Source: an optimization exercise on an open RTL-to-GDS flow (aim: small area). Production flows keep margins and buffers that such runs may drop. In this exercise RTL edits were held to simulation tests only and were not proved equivalent to the original. Power figures rest on the tool's default switching activity, not on a simulated workload.

## design/flow/run.sh

```bash
#!/bin/bash
# synth_recipe.tcl (not shown) runs the flow's synth.tcl, then flattens the netlist and writes it again
# the make line also repeats each setting of config.mk as NAME=value (left out here)
make -C /OpenROAD-flow-scripts/flow DESIGN_CONFIG=/design/flow/config.mk WORK_HOME=/design/flow/orfs CLKGATE_MAP_FILE= SYNTH_SCRIPT=/design/flow/synth_recipe.tcl finish
```

## design/flow/config.mk

```make
export PLATFORM = sky130hd
export DESIGN_NAME = rv32i_top
export DESIGN_NICKNAME = rv32i_top
export VERILOG_FILES = /design/flow/design.v
export SDC_FILE = /design/flow/constraint.sdc
export NUM_CORES = 4
export LEC_CHECK = 0
export CAP_MARGIN = 30
export CORE_MARGIN = 2
export CORE_UTILIZATION = 40
export SLEW_MARGIN = 30
```

## design/flow/constraint.sdc

```tcl
create_clock -name core_clock -period 10.0 [get_ports {clk}]
set_input_delay 2.0000 -clock core_clock [delete_from_list [all_inputs] [get_ports {clk}]]
set_output_delay 2.0000 -clock core_clock [all_outputs]
set_load 0.01 [all_outputs]
```

## design/flow/design.v

```verilog
module instruction_decompressor(
    input  logic         decompressor_en,
    input  logic [31:0]  compressed_inst,
    output logic [31:0]  decompressed_inst
);
    logic [15:0] compressed_instr;
    assign compressed_instr = compressed_inst[15:0];
    always_comb begin
        if (!decompressor_en)
            decompressed_inst = compressed_inst;
        else begin
            case ({compressed_instr[15:13], compressed_instr[1:0]})
                5'b00000: decompressed_inst = {2'b00, compressed_instr[10:7], compressed_instr[12:11],
                                compressed_instr[5], compressed_instr[6], 2'b00,
                                5'd2, 3'b000, 2'b01, compressed_instr[4:2], 7'b0010011};
                5'b01000: decompressed_inst = {5'b00000, compressed_instr[5], compressed_instr[12:10],
                                compressed_instr[6], 2'b00, 2'b01, compressed_instr[9:7],
                                3'b010, 2'b01, compressed_instr[4:2], 7'b0000011};
                5'b11000: decompressed_inst = {5'b00000, compressed_instr[5], compressed_instr[12],
                                2'b01, compressed_instr[4:2], 2'b01, compressed_instr[9:7],
                                3'b010, compressed_instr[11:10], compressed_instr[6], 2'b00,
                                7'b0100011};
                5'b00001: begin
                    if (compressed_instr[12:2] == 11'b0)
                        decompressed_inst = {25'b0, 7'b0010011};
                    else
                        decompressed_inst = {{7{compressed_instr[12]}}, compressed_instr[6:2],
                                compressed_instr[11:7], 3'b000, compressed_instr[11:7],
                                7'b0010011};
                end
                5'b00101: decompressed_inst = {compressed_instr[12], compressed_instr[8],
                                compressed_instr[10:9], compressed_instr[6],
                                compressed_instr[7], compressed_instr[2],
                                compressed_instr[11], compressed_instr[5:3],
                                compressed_instr[12], {8{compressed_instr[12]}},
                                5'd1, 7'b1101111};
                5'b01001: decompressed_inst = {{7{compressed_instr[12]}}, compressed_instr[6:2],
                                5'd0, 3'b000, compressed_instr[11:7],
                                7'b0010011};
                5'b01101: begin
                    if (compressed_instr[11:7] == 5'd2)
                        decompressed_inst = {{3{compressed_instr[12]}}, compressed_instr[4],
                                compressed_instr[3], compressed_instr[5],
                                compressed_instr[2], compressed_instr[6], 4'b0000,
                                5'd2, 3'b000, 5'd2, 7'b0010011};
                    else
                        decompressed_inst = {{15{compressed_instr[12]}}, compressed_instr[6:2],
                                compressed_instr[11:7], 7'b0110111};
                end
                5'b10001: begin
                    if ((compressed_instr[12:10] == 3'b011) && (compressed_instr[6:5] == 2'b00))
                        decompressed_inst = {7'b0100000, 2'b01, compressed_instr[4:2],
                                2'b01, compressed_instr[9:7], 3'b000,
                                2'b01, compressed_instr[9:7], 7'b0110011};
                    else if ((compressed_instr[12:10] == 3'b011) && (compressed_instr[6:5] == 2'b01))
                        decompressed_inst = {7'b0000000, 2'b01, compressed_instr[4:2],
                                2'b01, compressed_instr[9:7], 3'b100,
                                2'b01, compressed_instr[9:7], 7'b0110011};
                    else if ((compressed_instr[12:10] == 3'b011) && (compressed_instr[6:5] == 2'b10))
                        decompressed_inst = {7'b0000000, 2'b01, compressed_instr[4:2],
                                2'b01, compressed_instr[9:7], 3'b110,
                                2'b01, compressed_instr[9:7], 7'b0110011};
                    else if ((compressed_instr[12:10] == 3'b011) && (compressed_instr[6:5] == 2'b11))
                        decompressed_inst = {7'b0000000, 2'b01, compressed_instr[4:2],
                                2'b01, compressed_instr[9:7], 3'b111,
                                2'b01, compressed_instr[9:7], 7'b0110011};
                    else if (compressed_instr[11:10] == 2'b10)
                        decompressed_inst = {{7{compressed_instr[12]}}, compressed_instr[6:2],
                                2'b01, compressed_instr[9:7], 3'b111,
                                2'b01, compressed_instr[9:7], 7'b0010011};
                    else if ((compressed_instr[12] == 1'b0) && (compressed_instr[6:2] == 5'b0))
                        decompressed_inst = 32'b0;
                    else if (compressed_instr[11:10] == 2'b00)
                        decompressed_inst = {7'b0000000, compressed_instr[6:2],
                                2'b01, compressed_instr[9:7], 3'b101,
                                2'b01, compressed_instr[9:7], 7'b0010011};
                    else
                        decompressed_inst = {7'b0100000, compressed_instr[6:2],
                                2'b01, compressed_instr[9:7], 3'b101,
                                2'b01, compressed_instr[9:7], 7'b0010011};
                end
                5'b10101: decompressed_inst = {compressed_instr[12], compressed_instr[8],
                                compressed_instr[10:9], compressed_instr[6],
                                compressed_instr[7], compressed_instr[2],
                                compressed_instr[11], compressed_instr[5:3],
                                compressed_instr[12], {8{compressed_instr[12]}},
                                5'd0, 7'b1101111};
                5'b11001: decompressed_inst = {{4{compressed_instr[12]}}, compressed_instr[6],
                                compressed_instr[5], compressed_instr[2], 5'd0,
                                2'b01, compressed_instr[9:7], 3'b000,
                                compressed_instr[11], compressed_instr[10],
                                compressed_instr[4], compressed_instr[3],
                                compressed_instr[12], 7'b1100011};
                5'b11101: decompressed_inst = {{4{compressed_instr[12]}}, compressed_instr[6],
                                compressed_instr[5], compressed_instr[2], 5'd0,
                                2'b01, compressed_instr[9:7], 3'b001,
                                compressed_instr[11], compressed_instr[10],
                                compressed_instr[4], compressed_instr[3],
                                compressed_instr[12], 7'b1100011};
                5'b00010: decompressed_inst = {7'b0000000, compressed_instr[6:2],
                                compressed_instr[11:7], 3'b001,
                                compressed_instr[11:7], 7'b0010011};
                5'b01010: decompressed_inst = {4'b0000, compressed_instr[3:2],
                                compressed_instr[12], compressed_instr[6:4],
                                2'b0, 5'd2, 3'b010,
                                compressed_instr[11:7], 7'b0000011};
                5'b11010: decompressed_inst = {4'b0000, compressed_instr[8:7],
                                compressed_instr[12], compressed_instr[6:2],
                                5'd2, 3'b010, compressed_instr[11:9],
                                2'b00, 7'b0100011};
                5'b10010: begin
                    if (compressed_instr[6:2] == 5'd0) begin
                        if (compressed_instr[12] && (compressed_instr[11:7] != 5'b0))
                            decompressed_inst = {12'b0, compressed_instr[11:7], 3'b000,
                                   5'd1, 7'b1100111};
                        else
                            decompressed_inst = {12'b0, compressed_instr[11:7], 3'b000,
                                   5'd0, 7'b1100111};
                    end else if (compressed_instr[11:7] != 5'b0) begin
                        if (compressed_instr[12] == 1'b0)
                            decompressed_inst = {7'b0000000, compressed_instr[6:2],
                                   5'd0, 3'b000, compressed_instr[11:7],
                                   7'b0110011};
                        else
                            decompressed_inst = {7'b0000000, compressed_instr[6:2],
                                   compressed_instr[11:7], 3'b000,
                                   compressed_instr[11:7], 7'b0110011};
                    end else begin
                        decompressed_inst = 32'b0;
                    end
                end
                default: decompressed_inst = compressed_inst;
            endcase
        end
    end
endmodule
module rv32i_top #(
    parameter DMEM_DEPTH = 1024,
    parameter IMEM_DEPTH = 1024
)(
    input  logic        clk,
    input  logic        reset_n,
    output logic [31:0] mem_addr_mem,
    output logic [31:0] mem_wdata_mem,
    output logic        mem_write_mem,
    output logic [2:0]  mem_op_mem,
    input  logic [31:0] mem_rdata_mem,
    output logic        mem_read_mem,
    output logic [31:0] current_pc,
    input  logic [31:0] inst,
    input  logic        stall_pipl,
    output logic        if_id_reg_en,
    input  logic        timer_int
);
    logic load_hazard, pc_sel_mem, trap_taken, mret_mem, hold_pc;
    logic flush;
    assign flush        = pc_sel_mem | trap_taken | mret_mem;
    assign if_id_reg_en = ~(stall_pipl | load_hazard);
    logic pipe_en;
    assign pipe_en      = ~stall_pipl;
    logic [31:0] pc, pc_plus_4, trap_pc, pc_jump_mem;
    logic [31:1] mepc;
    logic        ecall_mem;
    logic [31:2] mtvec_hi;
    assign pc_plus_4 = {pc[31:2] + 30'd1, pc[1:0]};
    assign trap_pc   = {mtvec_hi + (ecall_mem ? 30'd11 : 30'd7), 2'b00};
    always_ff @(posedge clk or negedge reset_n) begin
        if (!reset_n)
            pc <= 32'hfffff000;
        else if ((if_id_reg_en | trap_taken | mret_mem) & ~hold_pc) begin
            if (trap_taken)      pc <= trap_pc;
            else if (mret_mem)   pc <= {mepc, 1'b0};
            else if (pc_sel_mem) pc <= pc_jump_mem;
            else                 pc <= pc_plus_4;
        end
    end
    assign current_pc = pc;
    logic        en_ff, clr_ff;
    logic [31:0] pc4_if2, inst_ff, raw;
    always_ff @(posedge clk or negedge reset_n) begin
        if (!reset_n) begin
            en_ff   <= 1'b0;
            clr_ff  <= 1'b0;
            pc4_if2 <= 32'h0;
            inst_ff <= 32'h0;
        end else begin
            en_ff  <= if_id_reg_en;
            clr_ff <= flush;
            if (flush)             pc4_if2 <= 32'h0;
            else if (if_id_reg_en) pc4_if2 <= pc_plus_4;
            if (flush)             inst_ff <= 32'h00000013;
            else if (en_ff)        inst_ff <= inst;
        end
    end
    assign raw = en_ff ? inst : inst_ff;
    localparam logic [1:0] S_NORMAL = 2'd0, S_SECOND16 = 2'd1, S_SPLIT32 = 2'd2;
    logic [1:0]  cstate, cstate_nx;
    logic        v_inst;
    logic [15:0] saved_half, saved_upper;
    logic [31:0] saved_pc;
    logic        lower_c, upper_c;
    assign lower_c = v_inst & (raw[1:0]   != 2'b11);
    assign upper_c = v_inst & (raw[17:16] != 2'b11);
    always_ff @(posedge clk or negedge reset_n) begin
        if (!reset_n) begin
            cstate      <= S_NORMAL;
            v_inst      <= 1'b0;
            saved_half  <= 16'h0;
            saved_upper <= 16'h0;
            saved_pc    <= 32'h0;
        end else begin
            v_inst      <= 1'b1;
            cstate      <= cstate_nx;
            saved_upper <= raw[31:16];
            if (cstate == S_NORMAL && lower_c && !upper_c) begin
                saved_half <= raw[31:16];
                saved_pc   <= pc;
            end
        end
    end
    logic        is_comp;
    logic [31:0] dec_in, corrected_pc;
    always_comb begin
        cstate_nx    = S_NORMAL;
        hold_pc      = 1'b0;
        is_comp      = 1'b0;
        dec_in       = raw;
        corrected_pc = pc;
        case (cstate)
            S_NORMAL: begin
                if (lower_c) begin
                    is_comp = 1'b1;
                    dec_in  = {16'b0, raw[15:0]};
                    if (upper_c) begin
                        cstate_nx = S_SECOND16;
                        hold_pc   = 1'b1;
                    end else
                        cstate_nx = S_SPLIT32;
                end
            end
            S_SECOND16: begin
                is_comp      = 1'b1;
                dec_in       = {16'b0, saved_upper};
                corrected_pc = {pc[31:1] + 31'd1, pc[0]};
            end
            S_SPLIT32: begin
                dec_in       = {raw[15:0], saved_half};
                corrected_pc = saved_pc;
                if (upper_c) begin
                    cstate_nx = S_SECOND16;
                    hold_pc   = 1'b1;
                end
            end
            default: ;
        endcase
    end
    logic [31:0] inst_if;
    instruction_decompressor decomp (
        .decompressor_en  (is_comp),
        .compressed_inst  (dec_in),
        .decompressed_inst(inst_if)
    );
    logic [31:0] pc_id, pc4_id, inst_id;
    always_ff @(posedge clk or negedge reset_n) begin
        if (!reset_n) begin
            pc_id   <= 32'h0;
            pc4_id  <= 32'h0;
            inst_id <= 32'h0;
        end else if (flush | clr_ff) begin
            pc_id   <= 32'h0;
            pc4_id  <= 32'h0;
            inst_id <= 32'h0;
        end else if (if_id_reg_en) begin
            pc_id   <= corrected_pc;
            pc4_id  <= pc4_if2;
            inst_id <= inst_if;
        end
    end
    logic [6:0] opcode_id;
    logic [2:0] f3_id;
    logic [4:0] rs1_id, rs2_id;
    assign opcode_id = inst_id[6:0];
    assign f3_id     = inst_id[14:12];
    assign rs1_id    = inst_id[19:15];
    assign rs2_id    = inst_id[24:20];
    logic is_sys_id, mret_id, ecall_id, csr_id;
    assign is_sys_id = (opcode_id == 7'b1110011);
    assign mret_id   = is_sys_id & (f3_id == 3'b000) & (inst_id[31:20] == 12'h302);
    assign ecall_id  = is_sys_id & (f3_id == 3'b000) & (inst_id[31:20] == 12'h000);
    assign csr_id    = is_sys_id & (f3_id != 3'b000);
    logic rw_id, mw_id, m2r_id, br_id, src_id, jump_id, lui_id, auipc_id, jal_id, rtype_id;
    logic [1:0] aop_id;
    always_comb begin
        rw_id = 0; mw_id = 0; m2r_id = 0; br_id = 0; src_id = 0; jump_id = 0;
        lui_id = 0; auipc_id = 0; jal_id = 0; rtype_id = 0; aop_id = 2'b00;
        case (opcode_id)
            7'b0110011: begin rw_id = 1; aop_id = 2'b11; rtype_id = 1; end
            7'b0010011: begin rw_id = 1; aop_id = 2'b01; src_id = 1; end
            7'b1100111: begin rw_id = 1; src_id = 1; jump_id = 1; end
            7'b0000011: begin rw_id = 1; m2r_id = 1; src_id = 1; end
            7'b0100011: begin mw_id = 1; src_id = 1; end
            7'b1100011: begin aop_id = 2'b10; br_id = 1; end
            7'b1101111: begin rw_id = 1; src_id = 1; jump_id = 1; jal_id = 1; end
            7'b0110111: begin rw_id = 1; src_id = 1; lui_id = 1; end
            7'b0010111: begin rw_id = 1; src_id = 1; auipc_id = 1; end
            7'b1110011: begin rw_id = csr_id; end
            default: ;
        endcase
    end
    logic [4:0]  rd_wb;
    logic        rw_wb;
    logic [31:0] wdata_wb;
    logic [31:1][31:0] rf;
    logic [31:1]       rf_valid;
    logic [31:1]       rf_we;
    always_comb begin
        for (int i = 1; i < 32; i++)
            rf_we[i] = rw_wb & (rd_wb == i[4:0]);
    end
    always_ff @(posedge clk or negedge reset_n) begin
        if (!reset_n)
            rf_valid <= '0;
        else
            rf_valid <= rf_valid | rf_we;
    end
    always_ff @(posedge clk) begin
        for (int i = 1; i < 32; i++)
            if (rf_we[i]) rf[i] <= wdata_wb;
    end
    logic [31:0] rf_rd1, rf_rd2;
    always_comb begin
        rf_rd1 = '0;
        rf_rd2 = '0;
        for (int i = 1; i < 32; i++) begin
            rf_rd1 = rf_rd1 | ({32{rf_valid[i] & (rs1_id == i[4:0])}} & rf[i]);
            rf_rd2 = rf_rd2 | ({32{rf_valid[i] & (rs2_id == i[4:0])}} & rf[i]);
        end
    end
    logic fwd1_id, fwd2_id;
    assign fwd1_id = rw_wb & (rs1_id == rd_wb) & (rd_wb != 5'd0);
    assign fwd2_id = rw_wb & (rs2_id == rd_wb) & (rd_wb != 5'd0);
    logic [31:0] rdata1_id, rdata2_id;
    assign rdata1_id = fwd1_id ? wdata_wb : rf_rd1;
    assign rdata2_id = fwd2_id ? wdata_wb : rf_rd2;
    logic        m2r_exe;
    logic [4:0]  rd_exe;
    assign load_hazard = m2r_exe & (rd_exe != 5'd0) &
                         (((rd_exe == rs1_id) & ~(auipc_id | lui_id)) |
                          ((rd_exe == rs2_id) & (rtype_id | br_id)));
    logic [31:0] pc_exe, pc4_exe, rdata1_exe, rdata2_exe;
    logic [31:7] ir_exe;
    logic rw_exe, mw_exe, br_exe, src_exe, jump_exe, lui_exe, auipc_exe, jal_exe;
    logic csel_exe, csr_exe, mret_exe, ecall_exe;
    logic [1:0] aop_exe;
    always_ff @(posedge clk or negedge reset_n) begin
        if (!reset_n) begin
            pc_exe <= '0; pc4_exe <= '0; rdata1_exe <= '0; rdata2_exe <= '0; ir_exe <= '0;
            rw_exe <= 0; mw_exe <= 0; m2r_exe <= 0; br_exe <= 0; src_exe <= 0; jump_exe <= 0;
            lui_exe <= 0; auipc_exe <= 0; jal_exe <= 0; aop_exe <= '0;
            csel_exe <= 0; csr_exe <= 0; mret_exe <= 0; ecall_exe <= 0;
        end else if (flush | load_hazard) begin
            pc_exe <= '0; pc4_exe <= '0; rdata1_exe <= '0; rdata2_exe <= '0; ir_exe <= '0;
            rw_exe <= 0; mw_exe <= 0; m2r_exe <= 0; br_exe <= 0; src_exe <= 0; jump_exe <= 0;
            lui_exe <= 0; auipc_exe <= 0; jal_exe <= 0; aop_exe <= '0;
            csel_exe <= 0; csr_exe <= 0; mret_exe <= 0; ecall_exe <= 0;
        end else if (pipe_en) begin
            pc_exe <= pc_id; pc4_exe <= pc4_id; rdata1_exe <= rdata1_id; rdata2_exe <= rdata2_id;
            ir_exe <= inst_id[31:7];
            rw_exe <= rw_id; mw_exe <= mw_id; m2r_exe <= m2r_id; br_exe <= br_id; src_exe <= src_id;
            jump_exe <= jump_id; lui_exe <= lui_id; auipc_exe <= auipc_id; jal_exe <= jal_id;
            aop_exe <= aop_id;
            csel_exe <= csr_id & f3_id[2]; csr_exe <= csr_id; mret_exe <= mret_id; ecall_exe <= ecall_id;
        end
    end
    logic [4:0] rs1_exe, rs2_exe;
    logic [2:0] f3_exe;
    assign rs1_exe = ir_exe[19:15];
    assign rs2_exe = ir_exe[24:20];
    assign rd_exe  = ir_exe[11:7];
    assign f3_exe  = ir_exe[14:12];
    logic [31:0] imm_exe;
    logic u_t, i_t;
    assign u_t = lui_exe | auipc_exe;
    assign i_t = ~(jal_exe | br_exe | mw_exe | u_t);
    assign imm_exe[0]     = (ir_exe[20] & i_t) | (ir_exe[7] & mw_exe);
    assign imm_exe[4:1]   = ((ir_exe[24:21] & {4{jal_exe | i_t}}) | (ir_exe[11:8] & {4{br_exe | mw_exe}})) & ~{4{u_t}};
    assign imm_exe[10:5]  = ir_exe[30:25] & ~{6{u_t}};
    assign imm_exe[11]    = (ir_exe[20] & jal_exe) | (ir_exe[7] & br_exe) | (ir_exe[31] & (i_t | mw_exe));
    assign imm_exe[19:12] = (u_t | jal_exe) ? ir_exe[19:12] : {8{ir_exe[31]}};
    assign imm_exe[30:20] = u_t ? ir_exe[30:20] : {11{ir_exe[31]}};
    assign imm_exe[31]    = ir_exe[31];
    logic [4:0]  rd_mem;
    logic        rw_mem;
    logic [31:0] result_mem;
    logic [31:0] a_raw, a_fwd, b_fwd;
    assign a_raw = csel_exe ? {27'b0, rs1_exe} : rdata1_exe;
    always_comb begin
        if (rw_mem & (rs1_exe == rd_mem) & (rd_mem != 5'd0))     a_fwd = result_mem;
        else if (rw_wb & (rs1_exe == rd_wb) & (rd_wb != 5'd0))   a_fwd = wdata_wb;
        else                                                    a_fwd = a_raw;
        if (rw_mem & (rs2_exe == rd_mem) & (rd_mem != 5'd0))     b_fwd = result_mem;
        else if (rw_wb & (rs2_exe == rd_wb) & (rd_wb != 5'd0))   b_fwd = wdata_wb;
        else                                                    b_fwd = rdata2_exe;
    end
    logic [31:0] op1, op2;
    assign op1 = auipc_exe ? pc_exe : a_fwd;
    assign op2 = src_exe ? imm_exe : b_fwd;
    logic [3:0] actl;
    always_comb begin
        case (aop_exe)
            2'b11: actl = {ir_exe[30], f3_exe};
            2'b01: actl = {(f3_exe == 3'b101) & ir_exe[30], f3_exe};
            2'b10: actl = f3_exe[2] ? 4'd2 : 4'd8;
            default: actl = 4'd0;
        endcase
    end
    logic [31:0] alu_out;
    logic [31:0] sum;
    assign sum = op1 + (op2 ^ {32{actl[3]}}) + {31'b0, actl[3]};
    always_comb begin
        case (actl)
            4'd0, 4'd8: alu_out = sum;
            4'd2, 4'd3: alu_out = {31'b0, op1 < op2};
            4'd1:       alu_out = op1 << op2[4:0];
            4'd5:       alu_out = op1 >> op2[4:0];
            4'd13:      alu_out = $signed(op1) >>> op2[4:0];
            4'd4:       alu_out = op1 ^ op2;
            4'd6:       alu_out = op1 | op2;
            4'd7:       alu_out = op1 & op2;
            default:    alu_out = 32'd0;
        endcase
    end
    logic [31:0] pc_jump_exe, result_exe;
    assign pc_jump_exe = ((~jal_exe & jump_exe) ? a_fwd : pc_exe) + imm_exe;
    assign result_exe  = lui_exe ? imm_exe : (jump_exe ? pc4_exe : alu_out);
    logic [2:0] csel_code_exe;
    always_comb begin
        case (ir_exe[31:20])
            12'h300: csel_code_exe = 3'd1;
            12'h304: csel_code_exe = 3'd2;
            12'h305: csel_code_exe = 3'd3;
            12'h340: csel_code_exe = 3'd4;
            12'h341: csel_code_exe = 3'd5;
            12'h342: csel_code_exe = 3'd6;
            12'h344: csel_code_exe = 3'd7;
            default: csel_code_exe = 3'd0;
        endcase
    end
    logic [31:0] b_mem, cwd_mem, pc_mem;
    logic [4:0]  rs1_mem, rs2_mem;
    logic [2:0]  f3_mem, ccode_mem;
    logic mw_mem, m2r_mem, br_mem, jump_mem, zero_mem, csr_mem;
    always_ff @(posedge clk or negedge reset_n) begin
        if (!reset_n) begin
            result_mem <= '0; pc_jump_mem <= '0; b_mem <= '0; cwd_mem <= '0; pc_mem <= '0;
            rs1_mem <= '0; rs2_mem <= '0; rd_mem <= '0; f3_mem <= '0; ccode_mem <= '0;
            rw_mem <= 0; mw_mem <= 0; m2r_mem <= 0; br_mem <= 0; jump_mem <= 0; zero_mem <= 0;
            csr_mem <= 0; mret_mem <= 0; ecall_mem <= 0;
        end else if (flush) begin
            result_mem <= '0; pc_jump_mem <= '0; b_mem <= '0; cwd_mem <= '0; pc_mem <= '0;
            rs1_mem <= '0; rs2_mem <= '0; rd_mem <= '0; f3_mem <= '0; ccode_mem <= '0;
            rw_mem <= 0; mw_mem <= 0; m2r_mem <= 0; br_mem <= 0; jump_mem <= 0; zero_mem <= 0;
            csr_mem <= 0; mret_mem <= 0; ecall_mem <= 0;
        end else if (pipe_en) begin
            result_mem <= result_exe; pc_jump_mem <= pc_jump_exe; b_mem <= b_fwd;
            cwd_mem <= rdata1_exe; pc_mem <= pc_exe;
            rs1_mem <= rs1_exe; rs2_mem <= rs2_exe; rd_mem <= rd_exe; f3_mem <= f3_exe;
            ccode_mem <= csel_code_exe;
            rw_mem <= rw_exe; mw_mem <= mw_exe; m2r_mem <= m2r_exe; br_mem <= br_exe;
            jump_mem <= jump_exe; zero_mem <= (alu_out == 32'd0);
            csr_mem <= csr_exe; mret_mem <= mret_exe; ecall_mem <= ecall_exe;
        end
    end
    assign mem_addr_mem  = result_mem;
    assign mem_op_mem    = f3_mem;
    assign mem_write_mem = mw_mem;
    assign mem_read_mem  = m2r_mem;
    assign mem_wdata_mem = (rw_wb & (rs2_mem == rd_wb) & (rd_wb != 5'd0)) ? wdata_wb : b_mem;
    logic cmp;
    always_comb begin
        case (f3_mem)
            3'd0, 3'd3, 3'd5, 3'd7: cmp = zero_mem;
            default:                cmp = ~zero_mem;
        endcase
    end
    assign pc_sel_mem = (br_mem & cmp) | jump_mem;
    logic [31:0] mstatus, mie, mscratch, mcause, pc_anti_flush;
    logic [1:0]  mtvec_lo;
    logic        mip7;
    logic [31:0] result_wb;
    logic [31:0] csr_wdata, csr_rdata;
    assign csr_wdata = (rs1_mem == rd_wb) ? result_wb : cwd_mem;
    always_comb begin
        case (ccode_mem)
            3'd1: csr_rdata = mstatus;
            3'd2: csr_rdata = mie;
            3'd3: csr_rdata = {mtvec_hi, mtvec_lo};
            3'd4: csr_rdata = mscratch;
            3'd5: csr_rdata = {mepc, 1'b0};
            3'd6: csr_rdata = mcause;
            3'd7: csr_rdata = {24'b0, mip7, 7'b0};
            default: csr_rdata = 32'h0;
        endcase
    end
    assign trap_taken = (mstatus[3] & mip7 & mie[7] & ~mret_mem) | ecall_mem;
    function automatic [31:0] csr_upd(input [31:0] old, input [2:0] op, input [31:0] wd);
        case (op)
            3'b001:  csr_upd = wd;
            3'b010:  csr_upd = old | wd;
            3'b011:  csr_upd = old & ~wd;
            default: csr_upd = old;
        endcase
    endfunction
    always_ff @(posedge clk or negedge reset_n) begin
        if (!reset_n) begin
            mstatus <= '0; mie <= '0; mtvec_hi <= '0; mtvec_lo <= '0; mscratch <= '0;
            mepc <= '0; mcause <= '0; mip7 <= 1'b0; pc_anti_flush <= '0;
        end else begin
            mip7 <= timer_int;
            if (mret_mem) begin
                mstatus[3] <= mstatus[7];
                mstatus[7] <= 1'b1;
            end
            if (pc_mem != 32'd0)
                pc_anti_flush <= pc_mem;
            else if (trap_taken) begin
                mepc       <= pc_anti_flush[31:1];
                mcause     <= ecall_mem ? 32'd11 : 32'h80000007;
                mstatus[7] <= mstatus[3];
                mstatus[3] <= 1'b0;
                mip7       <= 1'b0;
            end
            if (csr_mem) begin
                case (ccode_mem)
                    3'd1: mstatus  <= csr_upd(mstatus, f3_mem, csr_wdata);
                    3'd2: mie      <= csr_upd(mie, f3_mem, csr_wdata);
                    3'd3: {mtvec_hi, mtvec_lo} <= csr_upd({mtvec_hi, mtvec_lo}, f3_mem, csr_wdata);
                    3'd4: mscratch <= csr_upd(mscratch, f3_mem, csr_wdata);
                    3'd5: mepc     <= csr_upd({mepc, 1'b0}, f3_mem, csr_wdata) >> 1;
                    3'd6: mcause   <= csr_upd(mcause, f3_mem, csr_wdata);
                    default: ;
                endcase
            end
        end
    end
    logic [31:0] cdata_wb;
    logic        m2r_wb, c2r_wb;
    always_ff @(posedge clk or negedge reset_n) begin
        if (!reset_n) begin
            rd_wb <= '0; result_wb <= '0; cdata_wb <= '0; rw_wb <= 0; m2r_wb <= 0; c2r_wb <= 0;
        end else if (pipe_en) begin
            rd_wb <= rd_mem; result_wb <= result_mem; cdata_wb <= csr_rdata;
            rw_wb <= rw_mem; m2r_wb <= m2r_mem; c2r_wb <= csr_mem;
        end
    end
    assign wdata_wb = m2r_wb ? mem_rdata_mem : (c2r_wb ? cdata_wb : result_wb);
endmodule
```

==> results.yml, run 1 <==
synth:
  synth-edff-count: 992
  seq_area_frac_synth_pct: 53.9
  netlist.area_leader.share_pct: 30.0
  synth_area_leaders: "edfxtp_1, dfrtp_1, a22o_1, o21ai_0, mux2i_1"
  synth_ff_type: "edfxtp_1"
  syn-num-nets: 9325
  ys_seq_elements: 1937
  async_flop_share_pct: 48.8
  synth_cell_types: 99
  yosys_warnings: 2
  synth_top_area_cell: "edfxtp_1"
  syn_area_um2: 99200
  synth_common_cells: "edfxtp_1, dfrtp_1, o21ai_0"
  syn_inst: 9088
  avgSynthCellArea_um2: 10.9
  synthMostInstantiatedCell: "edfxtp_1"
setup_path:
  max_stage_delay_ns: 0.66
  arrival_ns: 8.90
  start_kind: "primary input"
  required_ns: 10.81
  crit_path_end_kind: "flip-flop"
  critPathMostFrequentCell: "o21ai_0"
  reg2reg_to: "zero_mem"
  critPathMaxFanout: 13
  crit_slowest_cell: "or4_1"
  r2r-start: "lui_exe"
  r2r_cells: 23
  path_buf_inv: 2
  path_class: "in -> reg"
  crit_chain: "clkdlybuf4s50_1 > nand2_1 > o21ai_2 > and4_1 > o311ai_4 > nand2_2 > a21o_1 > fa_1 > a211oi_1 > o21ai_0 > a2111oi_0 > buf_4 > or3_1 > a21oi_1 > o21ai_0 > o21ai_0 > a21oi_1 > xnor2_1 > nor2_1 > or4_1 > nand4bb_1 > or4_1 > nor2_1 > a21o_1"
  ff2ff_setup_slack_ns: 2.02
  crit_family: "compound AO/OA/AOI/OAI gates"
timing:
  tightest_slew_ns: 1.17
  fin_crit_ns: 8.09
  tns_ns: 0
  slew-limit-headroom_pct: 21.9
  setup_violations: 0
  finalMaxSlewViolations: 0
  max_clock_freq_mhz: 124
  fin_worst_skew_ns: 0.128
  min_period_over_period_pct: 80.9
  whs_ns: 0.462
  rsz0062_at_grt: "false"
  hold_viol_final: 0
global_route:
  grt_max_degree: 158
  globalRoute.totalOverflow: 0
  track_usage_pct: 39.4
  grt_pass1_vias: 85000
  grt_pass1_wl_mm: 697
  antenna_found_initial: 41
floorplanning:
  die_x_um: 502
  ios: 170
  core_um2: 246000
  dieArea_um2: 252000
  start_util_pct: 40.3
  rows: 182
  dieHeight_um: 502
cts:
  path_clk_slew_ns: 0.07
  cts_tree: "yes"
  numCtsBuffers: 207
  cts_buffer_depth: 3
  clkSinkCount: 1937
  htree_levels: 4
  cts_post_setup_buffers_inserted: 0
  insertion_delay_ns: 0.95
  cts_root_buf: "clkbuf_16"
  cts_resized: 0
  postCtsHoldBufs: 0
placed_design:
  place_inst: 12100
  gp_congestion: 1.05
  dp_hpwl_mm: 326
  portBuffers: 169
layout:
  stdcell_count: 12500
  largest_reg_flops: 992
  top_register: "rf"
  area_delta_synth_final_pct: 13.8
  ff_latch_area_um2: 53500
  drive_gt1_share_pct: 11.7
  nets: 9246
  multi_input_area_um2: 42700
  fillers: 22700
route:
  drt_pass1_iterations: 10
  drt-total-wl_mm: 512
  vias: 90700
  drc: 0
  dr.first_iter.drc_count: 17000
  postRouteAntennaNets: 0
  routedWlPerCell_um: 40.9
  vias_per_cell: 7.24
power_and_ir_drop:
  leakage_uw: 0.0440
  ir_drop_mv: 0.204
  p_total_uw: 30300
  powerDensity_nw_per_um2: 268
run:
  cap_violations: 0
outcome:
  status: "complete, no violations"
worst_hold_path:
  hold_path_class: "reg -> reg"
  min_path_cells: 1
  worstHoldStart: "pc_mem[5]"
  hold_path_end: "pc_anti_flush[5]"
[metal layers]
metal / wire length [um] / GRT usage [%]
met3: 69000 / 13.4
met2: 212000 / 56.5
met5: 306 / 0
met4: 48500 / 30.2
met1: 182000 / 48.8
[final cells by class]
cell class | count | share of cell area [%]
sequential | 1937 | 47.4
multi-input combinational | 6143 | 37.9
clock buffer | 271 | 5.07
timing repair buffer | 498 | 3.92
tap | 3312 | 3.67
clock inverter | 116 | 1.34
inverter | 222 | 0.745
antenna | 25 | 0.0554
[cell usage in the layout, fill, tap and decap left out, types with 122 or more instances in the layout]
cell,n
clkbuf_16,207
a22o_1,592
nand2_1,595
a22oi_1,402
mux2i_1,338
edfxtp_1,992
clkdlybuf4s50_1,167
ha_1,166
nand4_1,184
o21ai_0,697
xnor2_1,122
a21oi_1,407
buf_4,308
a221oi_1,374
dfrtp_1,921
nand3_1,188
nor2_1,505
inv_1,197
[report_power, final]
| group | switching [uW] | leakage (uW) | internal [uW] |
|---|---|---|---|
| logic | 7370 | 0.0190 | 3280 |
| registers | 1540 | 0.0215 | 9900 |
| clock network | 3530 | 0.00351 | 4640 |
| total | 12400 | 0.0440 | 17800 |
[worst max path at each step]
stage | from | end | slack [ns] | depth (start not counted)
final | mem_rdata_mem[0] | zero_mem | 1.91 | 24
after global routing | mem_rdata_mem[0] | zero_mem | 1.54 | 24
after CTS | mem_rdata_mem[0] | zero_mem | 2.09 | 24
after detailed placement | mem_rdata_mem[0] | zero_mem | 1.20 | 24
after global placement | mem_rdata_mem[0] | zero_mem | 1.11 | 24
after floorplan | mem_rdata_mem[0] | zero_mem | 2.12 | 24
[stage by stage]
stage	instance area, um2	util, %	setup WS [ns]
3_5_place_dp	105000	42.8	1.20
6_report	113000	45.8	1.91
2_1_floorplan	99200	-	2.12
4_1_cts	113000	45.7	2.09
5_1_grt	113000	45.8	1.54
3_3_place_gp	105000	42.7	1.11
[cells by family (layout without fill, tap and decap cells)]
logic type / count (synthesis) / count (layout) / synth area share [%]
AO/OA/AOI/OAI: 3236 / 3236 / 23.4
AND/OR/NAND/NOR: 2090 / 2090 / 10.0
flip-flops: 1937 / 1937 / 53.9
buffers and inverters: 1008 / 1107 / 3.96
multiplexers: 466 / 466 / 4.99
XOR/XNOR: 181 / 181 / 1.60
adder cells (fa/ha/maj): 169 / 169 / 2.15
other: 1 / 26 / 0.00378
[worst reg2reg max path: stages, from the launching register on]
cell       delay, ns
dfrtp_1         0.51
inv_1           0.46
nand2_1         0.60
a21oi_1         0.98
o2bb2ai_1       0.30
a21oi_4         0.21
xnor2_1         0.14
fa_1            0.49
a211oi_1        0.34
o21ai_0         0.23
a2111oi_0       0.43
buf_4           0.20
or3_1           0.16
a21oi_1         0.14
o21ai_0         0.37
o21ai_0         0.21
a21oi_1         0.22
xnor2_1         0.17
nor2_1          0.08
or4_1           0.66
nand4bb_1       0.24
or4_1           0.55
nor2_1          0.12
a21o_1          0.10
==> run 2: changes to the inputs <==
--- a/design/flow/design.v
+++ b/design/flow/design.v
@@ -177,16 +177,21 @@
     assign current_pc = pc;
     logic        en_ff, clr_ff;
-    logic [31:0] pc4_if2, inst_ff, raw;
+    logic [31:0] inst_ff, raw;
+    logic        z_if, h_if;
     always_ff @(posedge clk or negedge reset_n) begin
         if (!reset_n) begin
             en_ff   <= 1'b0;
             clr_ff  <= 1'b0;
-            pc4_if2 <= 32'h0;
+            z_if    <= 1'b1;
+            h_if    <= 1'b0;
             inst_ff <= 32'h0;
         end else begin
             en_ff  <= if_id_reg_en;
             clr_ff <= flush;
-            if (flush)             pc4_if2 <= 32'h0;
-            else if (if_id_reg_en) pc4_if2 <= pc_plus_4;
+            if (flush)             z_if <= 1'b1;
+            else if (if_id_reg_en) begin
+                z_if <= 1'b0;
+                h_if <= hold_pc;
+            end
             if (flush)             inst_ff <= 32'h00000013;
             else if (en_ff)        inst_ff <= inst;
@@ -197,6 +202,5 @@
     logic [1:0]  cstate, cstate_nx;
     logic        v_inst;
-    logic [15:0] saved_half, saved_upper;
-    logic [31:0] saved_pc;
+    logic [15:0] saved_upper;
     logic        lower_c, upper_c;
     assign lower_c = v_inst & (raw[1:0]   != 2'b11);
@@ -206,19 +210,15 @@
             cstate      <= S_NORMAL;
             v_inst      <= 1'b0;
-            saved_half  <= 16'h0;
-            saved_upper <= 16'h0;
-            saved_pc    <= 32'h0;
         end else begin
             v_inst      <= 1'b1;
             cstate      <= cstate_nx;
-            saved_upper <= raw[31:16];
-            if (cstate == S_NORMAL && lower_c && !upper_c) begin
-                saved_half <= raw[31:16];
-                saved_pc   <= pc;
-            end
         end
     end
+    always_ff @(posedge clk) begin
+        saved_upper <= raw[31:16];
+    end
     logic        is_comp;
     logic [31:0] dec_in, corrected_pc;
+    logic [1:0]  pc_off;    
     always_comb begin
         cstate_nx    = S_NORMAL;
@@ -226,5 +226,5 @@
         is_comp      = 1'b0;
         dec_in       = raw;
-        corrected_pc = pc;
+        pc_off       = 2'd0;
         case (cstate)
             S_NORMAL: begin
@@ -242,9 +242,9 @@
                 is_comp      = 1'b1;
                 dec_in       = {16'b0, saved_upper};
-                corrected_pc = {pc[31:1] + 31'd1, pc[0]};
+                pc_off       = 2'd1;
             end
             S_SPLIT32: begin
-                dec_in       = {raw[15:0], saved_half};
-                corrected_pc = saved_pc;
+                dec_in       = {raw[15:0], saved_upper};
+                pc_off       = {en_ff, 1'b0};
                 if (upper_c) begin
                     cstate_nx = S_SECOND16;
@@ -255,4 +255,5 @@
         endcase
     end
+    assign corrected_pc = pc + (pc_off[1] ? 32'hFFFF_FFFC : {30'b0, pc_off[0], 1'b0});
     logic [31:0] inst_if;
     instruction_decompressor decomp (
@@ -261,20 +262,22 @@
         .decompressed_inst(inst_if)
     );
-    logic [31:0] pc_id, pc4_id, inst_id;
+    logic [31:0] pc_id, inst_id;
+    logic [3:0]  lk_if, lk_id;
+    assign lk_if = {z_if, cstate == S_SECOND16,
+                    2'(((cstate == S_SPLIT32) & en_ff)) + 2'(h_if)};
     always_ff @(posedge clk or negedge reset_n) begin
         if (!reset_n) begin
             pc_id   <= 32'h0;
-            pc4_id  <= 32'h0;
             inst_id <= 32'h0;
         end else if (flush | clr_ff) begin
             pc_id   <= 32'h0;
-            pc4_id  <= 32'h0;
             inst_id <= 32'h0;
         end else if (if_id_reg_en) begin
             pc_id   <= corrected_pc;
-            pc4_id  <= pc4_if2;
             inst_id <= inst_if;
         end
     end
+    always_ff @(posedge clk)
+        if (if_id_reg_en & ~(flush | clr_ff)) lk_id <= lk_if;
     logic [6:0] opcode_id;
     logic [2:0] f3_id;
@@ -328,4 +331,5 @@
             if (rf_we[i]) rf[i] <= wdata_wb;
     end
+    logic [4:0]  rs2_exe;
     logic [31:0] rf_rd1, rf_rd2;
     always_comb begin
@@ -334,13 +338,11 @@
         for (int i = 1; i < 32; i++) begin
             rf_rd1 = rf_rd1 | ({32{rf_valid[i] & (rs1_id == i[4:0])}} & rf[i]);
-            rf_rd2 = rf_rd2 | ({32{rf_valid[i] & (rs2_id == i[4:0])}} & rf[i]);
+            rf_rd2 = rf_rd2 | ({32{rf_valid[i] & (rs2_exe == i[4:0])}} & rf[i]);
         end
     end
-    logic fwd1_id, fwd2_id;
+    logic fwd1_id;
     assign fwd1_id = rw_wb & (rs1_id == rd_wb) & (rd_wb != 5'd0);
-    assign fwd2_id = rw_wb & (rs2_id == rd_wb) & (rd_wb != 5'd0);
-    logic [31:0] rdata1_id, rdata2_id;
+    logic [31:0] rdata1_id;
     assign rdata1_id = fwd1_id ? wdata_wb : rf_rd1;
-    assign rdata2_id = fwd2_id ? wdata_wb : rf_rd2;
     logic        m2r_exe;
     logic [4:0]  rd_exe;
@@ -348,23 +350,31 @@
                          (((rd_exe == rs1_id) & ~(auipc_id | lui_id)) |
                           ((rd_exe == rs2_id) & (rtype_id | br_id)));
-    logic [31:0] pc_exe, pc4_exe, rdata1_exe, rdata2_exe;
+    logic [31:0] pc_exe, rdata1_exe;
+    logic [3:0]  lk_exe;
     logic [31:7] ir_exe;
     logic rw_exe, mw_exe, br_exe, src_exe, jump_exe, lui_exe, auipc_exe, jal_exe;
     logic csel_exe, csr_exe, mret_exe, ecall_exe;
     logic [1:0] aop_exe;
+    always_ff @(posedge clk) begin
+        if (flush | load_hazard) begin
+            rdata1_exe <= '0; ir_exe <= '0;
+        end else if (pipe_en) begin
+            rdata1_exe <= rdata1_id; ir_exe <= inst_id[31:7];
+        end
+        if (pipe_en & ~(flush | load_hazard)) lk_exe <= lk_id;
+    end
     always_ff @(posedge clk or negedge reset_n) begin
         if (!reset_n) begin
-            pc_exe <= '0; pc4_exe <= '0; rdata1_exe <= '0; rdata2_exe <= '0; ir_exe <= '0;
+            pc_exe <= '0;
             rw_exe <= 0; mw_exe <= 0; m2r_exe <= 0; br_exe <= 0; src_exe <= 0; jump_exe <= 0;
             lui_exe <= 0; auipc_exe <= 0; jal_exe <= 0; aop_exe <= '0;
             csel_exe <= 0; csr_exe <= 0; mret_exe <= 0; ecall_exe <= 0;
         end else if (flush | load_hazard) begin
-            pc_exe <= '0; pc4_exe <= '0; rdata1_exe <= '0; rdata2_exe <= '0; ir_exe <= '0;
+            pc_exe <= '0;
             rw_exe <= 0; mw_exe <= 0; m2r_exe <= 0; br_exe <= 0; src_exe <= 0; jump_exe <= 0;
             lui_exe <= 0; auipc_exe <= 0; jal_exe <= 0; aop_exe <= '0;
             csel_exe <= 0; csr_exe <= 0; mret_exe <= 0; ecall_exe <= 0;
         end else if (pipe_en) begin
-            pc_exe <= pc_id; pc4_exe <= pc4_id; rdata1_exe <= rdata1_id; rdata2_exe <= rdata2_id;
-            ir_exe <= inst_id[31:7];
+            pc_exe <= pc_id;
             rw_exe <= rw_id; mw_exe <= mw_id; m2r_exe <= m2r_id; br_exe <= br_id; src_exe <= src_id;
             jump_exe <= jump_id; lui_exe <= lui_id; auipc_exe <= auipc_id; jal_exe <= jal_id;
@@ -373,5 +383,5 @@
         end
     end
-    logic [4:0] rs1_exe, rs2_exe;
+    logic [4:0] rs1_exe;
     logic [2:0] f3_exe;
     assign rs1_exe = ir_exe[19:15];
@@ -401,5 +411,5 @@
         if (rw_mem & (rs2_exe == rd_mem) & (rd_mem != 5'd0))     b_fwd = result_mem;
         else if (rw_wb & (rs2_exe == rd_wb) & (rd_wb != 5'd0))   b_fwd = wdata_wb;
-        else                                                    b_fwd = rdata2_exe;
+        else                                                    b_fwd = rf_rd2;
     end
     logic [31:0] op1, op2;
@@ -417,12 +427,21 @@
     logic [31:0] alu_out;
     logic [31:0] sum;
-    assign sum = op1 + (op2 ^ {32{actl[3]}}) + {31'b0, actl[3]};
+    logic        sub, cout;
+    assign sub = actl[3] | (actl[3:1] == 3'b001);
+    assign {cout, sum} = {1'b0, op1} + {1'b0, op2 ^ {32{sub}}} + {32'b0, sub};
+    logic        shl;
+    logic [31:0] sh_in, sh_out, sh_rev;
+    assign shl = (actl == 4'd1);
+    always_comb
+        for (int i = 0; i < 32; i++) sh_in[i] = shl ? op1[31 - i] : op1[i];
+    assign sh_out = 32'($signed({(actl == 4'd13) & op1[31], sh_in}) >>> op2[4:0]);
+    always_comb
+        for (int i = 0; i < 32; i++) sh_rev[i] = sh_out[31 - i];
     always_comb begin
         case (actl)
             4'd0, 4'd8: alu_out = sum;
-            4'd2, 4'd3: alu_out = {31'b0, op1 < op2};
-            4'd1:       alu_out = op1 << op2[4:0];
-            4'd5:       alu_out = op1 >> op2[4:0];
-            4'd13:      alu_out = $signed(op1) >>> op2[4:0];
+            4'd2, 4'd3: alu_out = {31'b0, ~cout};
+            4'd1:       alu_out = sh_rev;
+            4'd5, 4'd13: alu_out = sh_out;
             4'd4:       alu_out = op1 ^ op2;
             4'd6:       alu_out = op1 | op2;
@@ -433,4 +452,7 @@
     logic [31:0] pc_jump_exe, result_exe;
     assign pc_jump_exe = ((~jal_exe & jump_exe) ? a_fwd : pc_exe) + imm_exe;
+    logic [31:0] lk_off, pc4_exe;
+    assign lk_off  = lk_exe[2] ? (lk_exe[0] ? 32'd2 : 32'hFFFF_FFFE) : {28'b0, lk_exe[1:0], 2'b00};
+    assign pc4_exe = lk_exe[3] ? 32'd0 : pc_exe + lk_off;
     assign result_exe  = lui_exe ? imm_exe : (jump_exe ? pc4_exe : alu_out);
     logic [2:0] csel_code_exe;
@@ -447,27 +469,31 @@
         endcase
     end
-    logic [31:0] b_mem, cwd_mem, pc_mem;
-    logic [4:0]  rs1_mem, rs2_mem;
+    logic [31:0] x_exe, x_mem;
+    logic [4:0]  rs2_mem;
     logic [2:0]  f3_mem, ccode_mem;
-    logic mw_mem, m2r_mem, br_mem, jump_mem, zero_mem, csr_mem;
+    logic mw_mem, m2r_mem, br_mem, jump_mem, zero_mem, csr_mem, nz_mem;
+    logic [31:0] last_pc;    
+    assign x_exe = csr_exe ? ((rs1_exe == rd_mem) ? result_mem : rdata1_exe)
+                 : (mw_exe ? b_fwd : pc_jump_exe);
+    always_ff @(posedge clk) begin
+        if (pipe_en & ~flush) begin
+            result_mem <= result_exe; x_mem <= x_exe;
+            rs2_mem <= rs2_exe; rd_mem <= rd_exe; f3_mem <= f3_exe;
+            ccode_mem <= csel_code_exe; zero_mem <= (alu_out == 32'd0);
+        end
+    end
     always_ff @(posedge clk or negedge reset_n) begin
         if (!reset_n) begin
-            result_mem <= '0; pc_jump_mem <= '0; b_mem <= '0; cwd_mem <= '0; pc_mem <= '0;
-            rs1_mem <= '0; rs2_mem <= '0; rd_mem <= '0; f3_mem <= '0; ccode_mem <= '0;
-            rw_mem <= 0; mw_mem <= 0; m2r_mem <= 0; br_mem <= 0; jump_mem <= 0; zero_mem <= 0;
-            csr_mem <= 0; mret_mem <= 0; ecall_mem <= 0;
+            rw_mem <= 0; mw_mem <= 0; m2r_mem <= 0; br_mem <= 0; jump_mem <= 0;
+            csr_mem <= 0; mret_mem <= 0; ecall_mem <= 0; nz_mem <= 0;
+            last_pc <= '0;
         end else if (flush) begin
-            result_mem <= '0; pc_jump_mem <= '0; b_mem <= '0; cwd_mem <= '0; pc_mem <= '0;
-            rs1_mem <= '0; rs2_mem <= '0; rd_mem <= '0; f3_mem <= '0; ccode_mem <= '0;
-            rw_mem <= 0; mw_mem <= 0; m2r_mem <= 0; br_mem <= 0; jump_mem <= 0; zero_mem <= 0;
-            csr_mem <= 0; mret_mem <= 0; ecall_mem <= 0;
+            rw_mem <= 0; mw_mem <= 0; m2r_mem <= 0; br_mem <= 0; jump_mem <= 0;
+            csr_mem <= 0; mret_mem <= 0; ecall_mem <= 0; nz_mem <= 0;
         end else if (pipe_en) begin
-            result_mem <= result_exe; pc_jump_mem <= pc_jump_exe; b_mem <= b_fwd;
-            cwd_mem <= rdata1_exe; pc_mem <= pc_exe;
-            rs1_mem <= rs1_exe; rs2_mem <= rs2_exe; rd_mem <= rd_exe; f3_mem <= f3_exe;
-            ccode_mem <= csel_code_exe;
             rw_mem <= rw_exe; mw_mem <= mw_exe; m2r_mem <= m2r_exe; br_mem <= br_exe;
-            jump_mem <= jump_exe; zero_mem <= (alu_out == 32'd0);
-            csr_mem <= csr_exe; mret_mem <= mret_exe; ecall_mem <= ecall_exe;
+            jump_mem <= jump_exe; csr_mem <= csr_exe; mret_mem <= mret_exe; ecall_mem <= ecall_exe;
+            nz_mem <= (pc_exe != 32'd0);
+            if (pc_exe != 32'd0) last_pc <= pc_exe;
         end
     end
@@ -476,5 +502,6 @@
     assign mem_write_mem = mw_mem;
     assign mem_read_mem  = m2r_mem;
-    assign mem_wdata_mem = (rw_wb & (rs2_mem == rd_wb) & (rd_wb != 5'd0)) ? wdata_wb : b_mem;
+    assign mem_wdata_mem = (rw_wb & (rs2_mem == rd_wb) & (rd_wb != 5'd0)) ? wdata_wb : x_mem;
+    assign pc_jump_mem   = x_mem;
     logic cmp;
     always_comb begin
@@ -485,10 +512,9 @@
     end
     assign pc_sel_mem = (br_mem & cmp) | jump_mem;
-    logic [31:0] mstatus, mie, mscratch, mcause, pc_anti_flush;
+    logic [31:0] mstatus, mie, mscratch, mcause;
     logic [1:0]  mtvec_lo;
     logic        mip7;
-    logic [31:0] result_wb;
     logic [31:0] csr_wdata, csr_rdata;
-    assign csr_wdata = (rs1_mem == rd_wb) ? result_wb : cwd_mem;
+    assign csr_wdata = x_mem;
     always_comb begin
         case (ccode_mem)
@@ -503,5 +529,4 @@
         endcase
     end
-    assign trap_taken = (mstatus[3] & mip7 & mie[7] & ~mret_mem) | ecall_mem;
     function automatic [31:0] csr_upd(input [31:0] old, input [2:0] op, input [31:0] wd);
         case (op)
@@ -512,8 +537,11 @@
         endcase
     endfunction
+    logic [31:0] csr_new;
+    assign csr_new = csr_upd(csr_rdata, f3_mem, csr_wdata);
+    assign trap_taken = (mstatus[3] & mip7 & mie[7] & ~mret_mem) | ecall_mem;
     always_ff @(posedge clk or negedge reset_n) begin
         if (!reset_n) begin
             mstatus <= '0; mie <= '0; mtvec_hi <= '0; mtvec_lo <= '0; mscratch <= '0;
-            mepc <= '0; mcause <= '0; mip7 <= 1'b0; pc_anti_flush <= '0;
+            mepc <= '0; mcause <= '0; mip7 <= 1'b0;
         end else begin
             mip7 <= timer_int;
@@ -522,8 +550,6 @@
                 mstatus[7] <= 1'b1;
             end
-            if (pc_mem != 32'd0)
-                pc_anti_flush <= pc_mem;
-            else if (trap_taken) begin
-                mepc       <= pc_anti_flush[31:1];
+            if (!nz_mem && trap_taken) begin
+                mepc       <= last_pc[31:1];
                 mcause     <= ecall_mem ? 32'd11 : 32'h80000007;
                 mstatus[7] <= mstatus[3];
@@ -531,12 +557,12 @@
                 mip7       <= 1'b0;
             end
-            if (csr_mem) begin
+            if (csr_mem && (f3_mem == 3'b001 || f3_mem == 3'b010 || f3_mem == 3'b011)) begin
                 case (ccode_mem)
-                    3'd1: mstatus  <= csr_upd(mstatus, f3_mem, csr_wdata);
-                    3'd2: mie      <= csr_upd(mie, f3_mem, csr_wdata);
-                    3'd3: {mtvec_hi, mtvec_lo} <= csr_upd({mtvec_hi, mtvec_lo}, f3_mem, csr_wdata);
-                    3'd4: mscratch <= csr_upd(mscratch, f3_mem, csr_wdata);
-                    3'd5: mepc     <= csr_upd({mepc, 1'b0}, f3_mem, csr_wdata) >> 1;
-                    3'd6: mcause   <= csr_upd(mcause, f3_mem, csr_wdata);
+                    3'd1: mstatus  <= csr_new;
+                    3'd2: mie      <= csr_new;
+                    3'd3: {mtvec_hi, mtvec_lo} <= csr_new;
+                    3'd4: mscratch <= csr_new;
+                    3'd5: mepc     <= csr_new[31:1];
+                    3'd6: mcause   <= csr_new;
                     default: ;
                 endcase
@@ -544,14 +570,18 @@
         end
     end
-    logic [31:0] cdata_wb;
-    logic        m2r_wb, c2r_wb;
+    logic [31:0] val_wb;
+    logic        m2r_wb;
     always_ff @(posedge clk or negedge reset_n) begin
         if (!reset_n) begin
-            rd_wb <= '0; result_wb <= '0; cdata_wb <= '0; rw_wb <= 0; m2r_wb <= 0; c2r_wb <= 0;
+            rw_wb <= 0; m2r_wb <= 0;
         end else if (pipe_en) begin
-            rd_wb <= rd_mem; result_wb <= result_mem; cdata_wb <= csr_rdata;
-            rw_wb <= rw_mem; m2r_wb <= m2r_mem; c2r_wb <= csr_mem;
+            rw_wb <= rw_mem; m2r_wb <= m2r_mem;
         end
     end
-    assign wdata_wb = m2r_wb ? mem_rdata_mem : (c2r_wb ? cdata_wb : result_wb);
+    always_ff @(posedge clk)
+        if (pipe_en) begin
+            rd_wb  <= rd_mem;
+            val_wb <= csr_mem ? csr_rdata : result_mem;
+        end
+    assign wdata_wb = m2r_wb ? mem_rdata_mem : val_wb;
 endmodule
--- a/design/flow/config.mk
+++ b/design/flow/config.mk
@@ -6,6 +6,9 @@
 export NUM_CORES = 4
 export LEC_CHECK = 0
-export CAP_MARGIN = 30
+export CAP_MARGIN = 20
 export CORE_MARGIN = 2
-export CORE_UTILIZATION = 40
-export SLEW_MARGIN = 30
+export CORE_UTILIZATION = 45
+export CTS_BUF_LIST = sky130_fd_sc_hd__clkbuf_16
+export CTS_CLUSTER_DIAMETER = 100
+export CTS_CLUSTER_SIZE = 20
+export SLEW_MARGIN = 20
==> run 2 against run 1 <==
Effect of this change: still clean on timing, DRC and antenna; cell area fell by 15%; setup slack got worse by 0.82 ns; flip-flop and latch count fell by 299; routed wire length fell by 9.1%; area after synthesis fell by 13%; synthesized cell count fell by 12%; largest power group unchanged.
==> results.yml, run 2 <==
outcome:
  status: "complete, no violations"
synth:
  async_flop_share_pct: 27.3
  ys_seq_elements: 1638
  synthMostInstantiatedCell: "edfxtp_1"
  synth_compound_area_share_pct: 22.1
  yosys_warnings: 2
  seq_area_frac_synth_pct: 53.4
  synth_top_family_by_area: "compound AO/OA/AOI/OAI gates"
  synth_top_area_cell: "edfxtp_1"
  synth_common_cells: "edfxtp_1, nor2_1, nand2_1"
  netlist.area_leader.share_pct: 38.7
  synth-simple-area-share_pct: 11.9
  syn-num-nets: 8222
  avgSynthCellArea_um2: 10.9
  synth-edff-count: 1118
  syn_inst: 7953
  synth_cell_types: 105
  syn_area_um2: 86700
  yosys-mux-area-fraction_pct: 3.89
  synth_area_leaders: "edfxtp_1, dfrtp_1, a22o_1, a221oi_1, ha_1"
  synth_ff_type: "edfxtp_1"
  synth_fa_ha_area_share_pct: 2.95
  yosys.area_share.xor_xnor_pct: 2.17
floorplanning:
  start_util_pct: 45.1
  dieHeight_um: 443
  die_x_um: 443
  rows: 161
  core_um2: 192000
  dieArea_um2: 196000
  ios: 170
setup_path:
  crit_slowest_cell: "and3_2"
  path_class: "reg -> reg"
  crit_path_end_kind: "flip-flop"
  critPathMaxFanout: 19
  required_ns: 10.53
  critPathMostFrequentCell: "a21oi_1"
  start_kind: "flip-flop"
  arrival_ns: 9.43
  r2r-start: "ir_exe[23]"
  r2r_cells: 28
  ff2ff_setup_slack_ns: 1.09
  crit_end: "result_mem[0]"
  startpoint: "ir_exe[23]"
  max_stage_delay_ns: 1.13
  reg2reg_to: "result_mem[0]"
cts:
  path_clk_slew_ns: 0.09
  insertion_delay_ns: 0.86
  cts_post_setup_buffers_inserted: 0
  htree_levels: 3
  cts_resized: 0
  cts_buffer_depth: 3
  numCtsBuffers: 99
  cts_root_buf: "clkbuf_16"
  clkSinkCount: 1638
  postCtsHoldBufs: 0
  cts_tree: "yes"
layout:
  final_core_util_pct: 49.7
  layout_commonest_cell: "edfxtp_1"
  area_delta_synth_final_pct: 10.1
  nets: 8234
  largest_reg_flops: 992
  drive_gt1_share_pct: 10.3
  mostFrequentLayoutCells: "edfxtp_1, nand2_1, nor2_1"
  top_register: "rf"
timing:
  rsz0062_at_grt: "false"
  finalMaxSlewViolations: 0
  tns_ns: 0
  slew-limit-headroom_pct: 18.3
  hold_viol_final: 0
  worst_slack_ns: 1.09
  fin_crit_ns: 8.91
  min_period_over_period_pct: 89.1
  max_clock_freq_mhz: 112
  tightest_slew_ns: 1.21
  setup_violations: 0
  fin_worst_skew_ns: 0.105
global_route:
  track_usage_pct: 45.7
  grt_pass1_wl_mm: 621
  grt_max_degree: 113
  antenna_found_initial: 30
  grt_pass1_vias: 73200
  globalRoute.totalOverflow: 0
route:
  drc: 0
  drt-total-wl_mm: 465
  drt_pass1_iterations: 22
  routedWlPerCell_um: 44.0
  postRouteAntennaNets: 0
  vias_per_cell: 7.66
  vias: 81000
  dr.first_iter.drc_count: 18100
placed_design:
  portBuffers: 169
  dp_hpwl_mm: 306
  gp_congestion: 1.04
  pre_cts_ws_ns: 1.26
power_and_ir_drop:
  leakage_uw: 0.0358
  powerDensity_nw_per_um2: 237
  ir_drop_mv: 0.169
worst_hold_path:
  hold_path_class: "reg -> reg"
run:
  cap_violations: 0
==> run 2: cell count changes after synthesis, moves of 43 or more <==
cell,change
dfxtp_1,+73
a21o_1,-49
a22oi_1,-105
a21oi_1,+66
and3_1,+54
dfrtp_1,-499
clkbuf_1,-181
o21ai_0,-321
xor2_1,+44
nand3_1,-43
edfxtp_1,+126
nor2_1,+84
a22o_1,-175
mux2i_1,-155
==> run 2: cell families after synthesis <==
kind of cell | after synthesis
AOI/OAI and AO/OA | 2636
and+or+nand+nor | 2166
DFF | 1638
buffers and inverters | 806
muxes | 289
xor gates and xnor gates | 215
adders and majority gates | 202
other | 1
==> run 2: stage by stage <==
| stage | instances | instance area (um2) | hold WS [ns] | power (uW) |
|---|---|---|---|---|
| 6_report | 10600 | 95500 | 0.428 | 22700 |
| 5_1_grt | 10600 | 95400 | 0.432 | 23100 |
| 4_1_cts | 10500 | 95400 | 0.428 | 22100 |
| 3_5_place_dp | 10400 | 92300 | 0.407 | 17800 |
| 3_3_place_gp | 10400 | 92300 | 0.402 | 17800 |
| 2_1_floorplan | 7953 | 86700 | 0.400 | 13400 |
==> run 2: where the power goes <==
group	total [uW]	leakage [uW]	switching [uW]	internal, uW
Clock	4470	0.00160	2570	1890
Sequential	9800	0.0168	1480	8320
Combinational	8390	0.0174	5670	2720
==> run 2: final cells by class <==
class | count | area (um2)
Fill cell | 17300 | 96500
Sequential cell | 1638 | 46300
Multi-Input combinational cell | 5509 | 37800
Timing Repair Buffer | 512 | 4380
Tap cell | 2526 | 3160
Clock buffer | 100 | 2500
Inverter | 205 | 774
Clock inverter | 60 | 522
Antenna cell | 28 | 70.1
==> run 2: critical path, delay by kind of cell, from the launching register on <==
kind / cells / cell delay (ns)
AO/OA/AOI/OAI: 15 / 3.58
XOR/XNOR: 1 / 0.14
adder cells (fa/ha/maj): 1 / 0.44
buffers and inverters: 1 / 0.45
flip-flops: 1 / 0.56
multiplexers: 1 / 0.29
AND/OR/NAND/NOR: 9 / 3.10
==> run 2: per-layer routing <==
| metal | wire (um) | up-vias | track usage (%) |
|---|---|---|---|
| met5 | 248 | - | 0.391 |
| met4 | 30000 | 24 | 22.8 |
| met3 | 79200 | 1771 | 20.0 |
| met2 | 180000 | 8206 | 60.8 |
| met1 | 176000 | 39900 | 62.7 |
| li1 | - | 31100 | - |
==> run 2: worst min-delay path by stage <==
| stage | startpoint | endpoint | cells past startpoint |
|---|---|---|---|
| 2_1_floorplan | lk_id[0] | lk_exe[0] | 0 |
| 3_3_place_gp | lk_id[1] | lk_exe[1] | 0 |
| 3_5_place_dp | lk_id[2] | lk_exe[2] | 0 |
| 4_1_cts | lk_id[2] | lk_exe[2] | 0 |
| 5_1_grt | lk_id[2] | lk_exe[2] | 0 |
| 6_report | lk_id[2] | lk_exe[2] | 0 |

==> what the ideal ports hide <==
Ports are ideal in the flow. The routed layouts listed here were re-timed in OpenROAD.
Step 1 sets driving cells, clkbuf_16 on the clock port and buf_2 on the other inputs (assumed; they add their load-dependent delay and slew).
Step 2, shift: input delay + t, output delay - t, t = (earliest + latest rising clock arrival at the registers) / 2. This alone moves slack from input paths to output paths.
Slacks: no drivers / after step 1 / after step 2; pairs: no drivers / after step 1.
| run | t, ns | slack for setup (ns) | worst hold slack (ns) |
|---|---|---|---|
| run 1 | 0.978 | 1.912 / 1.990 / 1.011 | 0.462 / 0.462 / 0.462 |
| run 2 | 0.890 | 1.095 / 1.095 / 0.914 | 0.428 / 0.428 / 0.428 |
After both steps setup and hold are still met in every run listed. For run 1, which loses most, drivers alone change the setup slack by +0.078 ns; drivers and shift together by -0.901 ns.
